From an optimization exercise on the open Yosys and OpenROAD flow, aimed at small area; shortcuts taken in it are not production practice.
The RTL was checked by simulation tests, not by an equivalence proof against the original design.
Power figures rest on the tool's default switching activity, not on a simulated workload.

**flow/config.mk**
```make
export PLATFORM = sky130hd
export DESIGN_NAME = top
export DESIGN_NICKNAME = top
export VERILOG_FILES = /design/flow/design.v
export SDC_FILE = /design/flow/constraint.sdc
export NUM_CORES = 4
export LEC_CHECK = 0
export ABC_AREA = 1
export CAP_MARGIN = 20
export CORE_MARGIN = 2
export CORE_UTILIZATION = 40
export SLEW_MARGIN = 20
```
**flow/constraint.sdc**
```tcl
create_clock -name core_clock -period 10.0 [get_ports {clk100mhz}]
set_input_delay 2.0000 -clock core_clock [delete_from_list [all_inputs] [get_ports {clk100mhz}]]
set_output_delay 2.0000 -clock core_clock [all_outputs]
set_load 0.01 [all_outputs]
```
**flow/design.v**
```verilog
`timescale 1ns / 1ps
module top(
    input PS2_dat,
    input PS2_clk,
    input clk100mhz,
    input rst,
    input reset,
    output [7:0] anodes,
    output [7:0] cathodes
);
wire clk = clk100mhz;
reg [1:0] kc_s;
reg       kc_p;
reg [1:0] kd_s;
always @(posedge clk) begin
    if (rst) begin
        kc_s <= 2'b11;
        kc_p <= 1'b1;
    end
    else begin
        kc_s <= {kc_s[0], PS2_clk};
        kc_p <= kc_s[1];
    end
    kd_s <= {kd_s[0], PS2_dat};
end
wire fall = kc_p & ~kc_s[1];
reg [3:0] cnt;
reg       bad;
reg [7:0] kbuf;
wire ws = (cnt == 4'd0);
always @(posedge clk) begin
    if (rst) begin
        cnt <= 4'd0;
        bad <= 1'b1;
    end
    else if (fall) begin
        cnt <= (cnt == 4'd10) ? 4'd0 : cnt + 4'd1;
        if (ws)
            bad <= PS2_dat;
        else if (!bad && cnt == 4'd9)
            bad <= (~^kbuf) != kd_s[1];
        else if (!bad && cnt == 4'd10)
            bad <= ~PS2_dat;
    end
end
always @(posedge clk)
    if (fall && !bad && !ws && cnt <= 4'd8)
        kbuf <= {kd_s[1], kbuf[7:1]};
reg [3:0] nib;
reg       isdig;
always @(*) begin
    isdig = 1'b1;
    case (kbuf)
    8'h45: nib = 4'h0;
    8'h16: nib = 4'h1;
    8'h1E: nib = 4'h2;
    8'h26: nib = 4'h3;
    8'h25: nib = 4'h4;
    8'h2E: nib = 4'h5;
    8'h36: nib = 4'h6;
    8'h3D: nib = 4'h7;
    8'h3E: nib = 4'h8;
    8'h46: nib = 4'h9;
    8'h1C: nib = 4'hA;
    8'h32: nib = 4'hB;
    8'h21: nib = 4'hC;
    8'h23: nib = 4'hD;
    8'h24: nib = 4'hE;
    8'h2B: nib = 4'hF;
    default: begin nib = 4'hx; isdig = 1'b0; end
    endcase
end
wire isent = (kbuf == 8'h5A);
wire isF0  = (kbuf == 8'hF0);
reg [1:0] mst;
reg       rel;
always @(posedge clk) begin
    if (rst) begin
        mst <= 2'd0;
        rel <= 1'b0;
    end
    else case (mst)
    2'd0: if (ws) begin
        if (!bad) begin
            if (isF0)
                rel <= 1'b1;
            else if (rel)
                rel <= 1'b0;
        end
        mst <= (!bad && !isF0 && rel) ? 2'd1 : 2'd3;
    end
    2'd1: mst <= 2'd2;
    2'd2: mst <= ws ? 2'd3 : 2'd0;
    2'd3: if (!ws) mst <= 2'd0;
    endcase
end
wire key_now  = (mst == 2'd1);    
wire key_prev = (mst == 2'd2);    
wire dig_now  = key_now & isdig;
wire ent_now  = key_now & isent;
wire dig_prev = key_prev & isdig;
reg       ra, rb;
reg [8:0] streak;
reg       dout, den;
wire tmp = &streak;
always @(posedge clk) begin
    if (rst) begin
        ra <= 1'b0;
        rb <= 1'b0;
        streak <= 9'd0;
        dout <= 1'b0;
        den <= 1'b0;
    end
    else begin
        ra <= reset;
        rb <= ra;
        streak <= (rb == dout) ? 9'd0 : streak + 9'd1;
        den <= tmp & rb;
        if (tmp)
            dout <= rb;
    end
end
reg [1:0]  tc;      
reg [3:0]  tn;
always @(posedge clk) begin
    if (rst)
        tc <= 2'd0;
    else if (dig_now) begin
        tn <= nib;
        tc <= (tc == 2'd0) ? 2'd1 : 2'd2;
    end
    else if (reset)
        tc <= 2'd0;
end
reg [31:0] D;
reg [3:0]  Dm;      
reg        F;       
wire [31:0] numb = !tc[1] ? {28'd0, tc[0] ? tn : 4'd0} :
                   dig_prev ? {D[27:0], nib} :
                   ra ? 32'd0 : D;
wire [3:0]  mcnt = !tc[1] ? {3'd0, tc[0]} :
                   dig_prev ? (Dm[3] ? Dm : Dm + 4'd1) :
                   ra ? 4'd0 : Dm;
wire        fsm_ro;
wire        fsm_err;
wire [15:0] fsm_res;
always @(posedge clk) begin
    if (rst) begin
        D  <= 32'd0;
        Dm <= 4'd0;
        F  <= 1'b0;
    end
    else if (fsm_ro) begin
        Dm <= 4'd4;
        D[15:0] <= fsm_res;
        F <= 1'b1;
    end
    else if (den)
        F <= 1'b0;
    else if (!F) begin
        D  <= numb;
        Dm <= mcnt;
    end
end
localparam [3:0] S0 = 4'd0, S1 = 4'd1, S2 = 4'd2, S3 = 4'd3, S4 = 4'd4,
                 S5A = 4'd5, S5B = 4'd6, S6 = 4'd7, S0R = 4'd8, S0E = 4'd9;
reg [3:0]  st;
reg        vs;      
reg [11:0] vm;      
wire [15:0] x = D[15:0];
wire xerr = x[15] ? ~&x[14:11] : (|x[14:12] | (x[11] & |x[10:0]));
wire [11:0] xm = x[15] ? (~x[11:0] + 12'd1) : x[11:0];
wire verr = vm[11] & |vm[10:0];
always @(posedge clk) begin
    if (rst)
        st <= S0;
    else if (den)
        st <= (st == S5B || st == S0E) ? S0E : (st == S0R) ? S0R : S0;
    else case (st)
    S0, S0R, S0E: st <= S1;
    S1: if (ent_now) begin
        st <= S2;
        vs <= x[15];
        vm <= {xm[11] | xerr, xm[10:1], xm[0] | xerr};
    end
    S2: st <= vs ? S3 : S4;
    S3: st <= S4;
    S4: st <= verr ? S5A : S6;
    S5A, S5B: st <= S5B;
    S6: st <= S0R;
    default: st <= S0;
    endcase
end
assign fsm_ro  = (st == S0R);
assign fsm_err = (st == S5B) || (st == S0E);
reg [3:0] p;
integer i;
always @(*) begin
    p = 4'd0;
    for (i = 0; i < 12; i = i + 1)
        if (vm[i])
            p = i;
end
wire [11:0] vn = vm << (4'd11 - p);
assign fsm_res = (vm == 12'd0) ? 16'd0 : {vs, 5'd15 + {1'b0, p}, vn[10:1]};
reg [9:0] dc;
always @(posedge clk)
    if (rst)
        dc <= 10'd0;
    else
        dc <= (dc == 10'd999) ? 10'd0 : dc + 10'd1;
wire tick = (dc == 10'd0);
reg [2:0] dg;
reg       blank;
reg [4:0] cc;       
reg [3:0] dn;
always @(*) begin
    case (dg)
    3'd0: dn = D[3:0];
    3'd1: dn = D[7:4];
    3'd2: dn = D[11:8];
    3'd3: dn = D[15:12];
    3'd4: dn = D[19:16];
    3'd5: dn = D[23:20];
    3'd6: dn = D[27:24];
    default: dn = D[31:28];
    endcase
end
always @(posedge clk) begin
    if (rst) begin
        dg <= 3'd0;
        blank <= 1'b1;
        cc <= 5'd31;
    end
    else if (tick) begin
        dg <= dg + 3'd1;
        if (!fsm_err) begin
            cc <= {1'b0, dn};
            blank <= ({1'b0, dg} >= Dm);
        end
        else if (dg <= 3'd4) begin
            cc <= (dg == 3'd1) ? 5'd0 : (dg == 3'd4) ? 5'd14 : 5'd16;
            blank <= 1'b0;
        end
        else
            blank <= 1'b1;
    end
end
wire [2:0] lit = dg - 3'd1;
assign anodes = blank ? 8'hFF : ~(8'd1 << lit);
reg [6:0] seg;
always @(*) begin
    case (cc)
    5'd0:  seg = 7'b1000000;
    5'd1:  seg = 7'b1111001;
    5'd2:  seg = 7'b0100100;
    5'd3:  seg = 7'b0110000;
    5'd4:  seg = 7'b0011001;
    5'd5:  seg = 7'b0010010;
    5'd6:  seg = 7'b0000010;
    5'd7:  seg = 7'b1111000;
    5'd8:  seg = 7'b0000000;
    5'd9:  seg = 7'b0010000;
    5'd10: seg = 7'b0001000;
    5'd11: seg = 7'b0000011;
    5'd12: seg = 7'b1000110;
    5'd13: seg = 7'b0100001;
    5'd14: seg = 7'b0000110;
    5'd15: seg = 7'b0001110;
    5'd16: seg = 7'b1001100;
    default: seg = 7'b1111111;
    endcase
end
assign cathodes = {1'b1, seg};
endmodule
```
**flow/run.sh**
```bash
#!/bin/bash
# synth_recipe.tcl (not shown) runs the flow's synth.tcl, then flattens the netlist and writes it again
# the make line also repeats each setting of config.mk as NAME=value (left out here)
make -C /OpenROAD-flow-scripts/flow DESIGN_CONFIG=/design/flow/config.mk WORK_HOME=/design/flow/orfs CLKGATE_MAP_FILE= SYNTH_SCRIPT=/design/flow/synth_recipe.tcl finish
```
==> impl_results.md <==
- Maximum vdd drop: 108 uV
- Vias per std cell: 5.01
- Post-CTS sizing: 0
- Rel. slew slack: 47.4%
- Int Power: 945 uW
- Crit path top cell by count: inv_1
- Post-route cell area: 7870 um2
- H-tree depth: 4
- Post-DP HPWL: 11,800 um
- #FFs+latches synth: 120
- Worst Path Required: 8.00 ns
- Remaining DRCs: 0
- Initial DRC count: 355
- # hold bufs at CTS: 0
- Initial antenna violation count: 0
- # IOs: 21
- Cell Pwr Density: 163 nW/um2
- # diodes: 0
- Vias: 6,068
- Tcrit/Tclk final: 42.6%
- Post-Syn Area per Cell: 7.25 um2
- Worst Setup SP: dg[0]$_SDFFE_PP0N_
- NetSw: 337 uW
- Synth unique cells: 52
- Post-synth top flop: dfxtp_1
- Hold_sp: kd_s[0]$_DFF_P_
- Clock buffer count from CTS: 17
- Initial Util: 40.5%
- DR WL/cell: 13.1 um
- CP max stage delay: 0.54 ns
- Critical R2R Launch: dg[1]$_SDFFE_PP0N_
- Largest net degree at the start of global routing: 42
- Setup Skew: 0.00848 ns
- Vert. Die Dim: 136 um
- Routed Antenna Nets: 0
- CP Max Fanout: 5
- Final wirelength: 15,800 um
- First drt pass iteration count: 5
- Critical-path cell with the highest stage delay: clkdlybuf4s50_1
- Clock Power Share: 45.1%
- Register share of total power: 41.4%
- Placed cell count: 1,180
- Die W: 136 um
- Synthesized Nets: 1,002
- CTS tree: done
- Overflow after GRT: 0
- Final hold viol count: 0
- Fmax: 235 MHz
- CP arrival: 2.26 ns
- Static Leak: 3.29 nW
- # rows: 48
- Final Critical Period: 4.26 ns
- Sw Share: 26.3%
- Non-Filler Instances: 1,212
- Share of cells above drive strength 1: 6.99%
- NumNets Final: 1,021
- Kind of critical path: flop to output port
- Critical Path Source Type: flop
- Count of input and output buffers: 19
- Number of flops mapped to enable cells by yosys: 25
- Placeable Area: 17,100 um2
- RSZ-0062 raised after global routing: false
- Synth Instances: 955
- Gp weighted congestion: 0.836
- First-pass GRT wire length: 26,600 um
- Largest buffer count on any clock path: 2
- Fill count: 1,764
- Sequential fraction of the synthesis area: 38.3%
- Sink Count: 120
- Worst path cell trace: inv_1, ha_1, or2_2, nand2_1, inv_1, nand3_1, clkdlybuf4s50_1
- Hold Path Class: flop to flop
- Synth Warn #: 1
- Comb pwr share: 13.4%
- Crit path buf inv count: 3
- Register Area: 2650 um2
- Mapped cell area: 6930 um2
- Area grow syn2layout: 13.6%
- Fin Setup TNS: 0 ns
- CP delay by family, top: buffers and inverters
- Actual slew at the worst max-slew pin: 0.781 ns
- Post-CTS setup buffer count: 0
- Outcome: no timing/DRC/antenna violations
- DP Area: 7310 um2
- Worst skew pair latency: 0.41 ns
- Vias in the first global route: 5,533
- Critical Path End Type: output port
- Final setup viols: 0
- Max_cap viols: 0
- Slew Limit Fails: 0
- Clock transition at path regs: 0.05 ns
- Root Driver: clkbuf_16
- Multi-input logic area: 3660 um2
- Die Area: 18,400 um2
- All-Layer GR Usage: 18.0%
- Asr flop ratio synth: 0%
metrics by stage:
| stage | total power [mW] | setup WS (ns) | hold WS [ns] | utilization (%) |
|---|---|---|---|---|
| after global placement | 0.713 | 5.95 | 0.311 | 42.7 |
| final | 1.28 | 5.74 | 0.325 | 46.0 |
| after floorplan | 0.665 | 6.01 | 0.310 | - |
| after CTS | 1.30 | 5.73 | 0.324 | 46.0 |
| after detailed placement | 0.713 | 5.83 | 0.312 | 42.7 |
| after global routing | 1.34 | 5.59 | 0.328 | 46.0 |
cell usage in the layout (no fill, tap or decap), types with 19 or more instances in the layout:
master,count
clkdlybuf4s50_1,19
ha_1,42
o21ai_0,36
nand3_1,91
nor3_1,25
a21oi_1,66
nor2_1,93
nand2_1,204
inv_1,123
edfxtp_1,25
dfxtp_1,95
cell usage after synthesis, types with 12 or more instances:
library cell,number,share of area (%)
clkbuf_1,12,0.65
nor2_1,93,5.0
o21ai_0,36,2.6
dfxtp_1,95,27
nand3_1,91,6.6
edfxtp_1,25,11
a21oi_1,66,4.8
nand4_1,15,1.4
xor2_1,14,1.8
o21ai_1,16,1.2
nand2_1,204,11
nor3_1,25,1.8
ha_1,42,7.6
inv_1,123,6.7
state kept, by name (all words and copies together) (netlist names), 5 cells and up:
register,count
D,32
cc,5
dc,10
kbuf,8
seg,7
streak,9
vm,12
path summary, 6_finish.rpt:
kind / depth (start not counted) / endpoint / slack [ns]
min reg2reg: 0 / kd_s[1]$_DFF_P_ / 0.32
max: 7 / anodes[5] / 5.74
max reg2reg: 14 / seg[6]$_SDFF_PP1_ / 7.04
min: 0 / kd_s[1]$_DFF_P_ / 0.32
final cells by class:
cell class	instances	area share, %
repair buffers	23	2.80
inverters	131	6.25
well taps	225	3.58
multi-input cells	681	46.5
clock inverters	7	0.843
flip-flops and latches	120	33.7
clock buffers	25	6.31
power by group through the flow:
stage,Combinational (mW),Clock (mW),Sequential [mW]
CTS,0.173,0.592,0.532
floorplan,0.127,0,0.538
global route,0.196,0.614,0.535
detailed placement,0.172,0,0.541
finish,0.172,0.579,0.531
global placement,0.172,0,0.542
kinds of logic after synthesis:
| kind of cell | share of synthesized area [%] |
|---|---|
| compound gates | 12.9 |
| xor+xnor | 2.02 |
| fa+ha+maj | 7.59 |
| buf+inv | 8.94 |
| flops | 38.3 |
| other cells | 0.0541 |
| simple gates | 30.2 |
routing by layer:
layer / global-route usage, % / vias up / part of all wire [%]
met5: 0 / - / 0
met4: 5.90 / 0 / 1.4
met3: 3.59 / 20 / 2.2
met2: 27.7 / 68 / 44
met1: 25.3 / 2775 / 52
li1: - / 3205 / -

==> separate check: timing with driven ports <==
Ports are ideal in the flow. The routed layout listed here was re-timed in OpenROAD.
Step 1 sets driving cells, clkbuf_16 on the clock port and buf_2 on the other inputs (assumed; they add their load-dependent delay and slew).
Step 2 moves the port delays by t, midway between the first and last clock arrival at a register: inputs arrive t later, outputs are due t later. That takes back most of the time a late clock gives input paths.
Slacks: no drivers / after step 1 / after step 2; pairs: no drivers / after step 1.
shift t [ns]: 0.448
setup slack, ns: 5.738 / 5.699 / 5.850
hold slack, ns: 0.325 / 0.325 / 0.325
worst register clock-pin slew, ns: 0.06 / 0.06
worst data-port slew with drivers (ns): 0.03
After both steps this run still meets setup and hold. For this run, drivers alone change the setup slack by -0.039 ns; drivers and shift together by +0.112 ns.
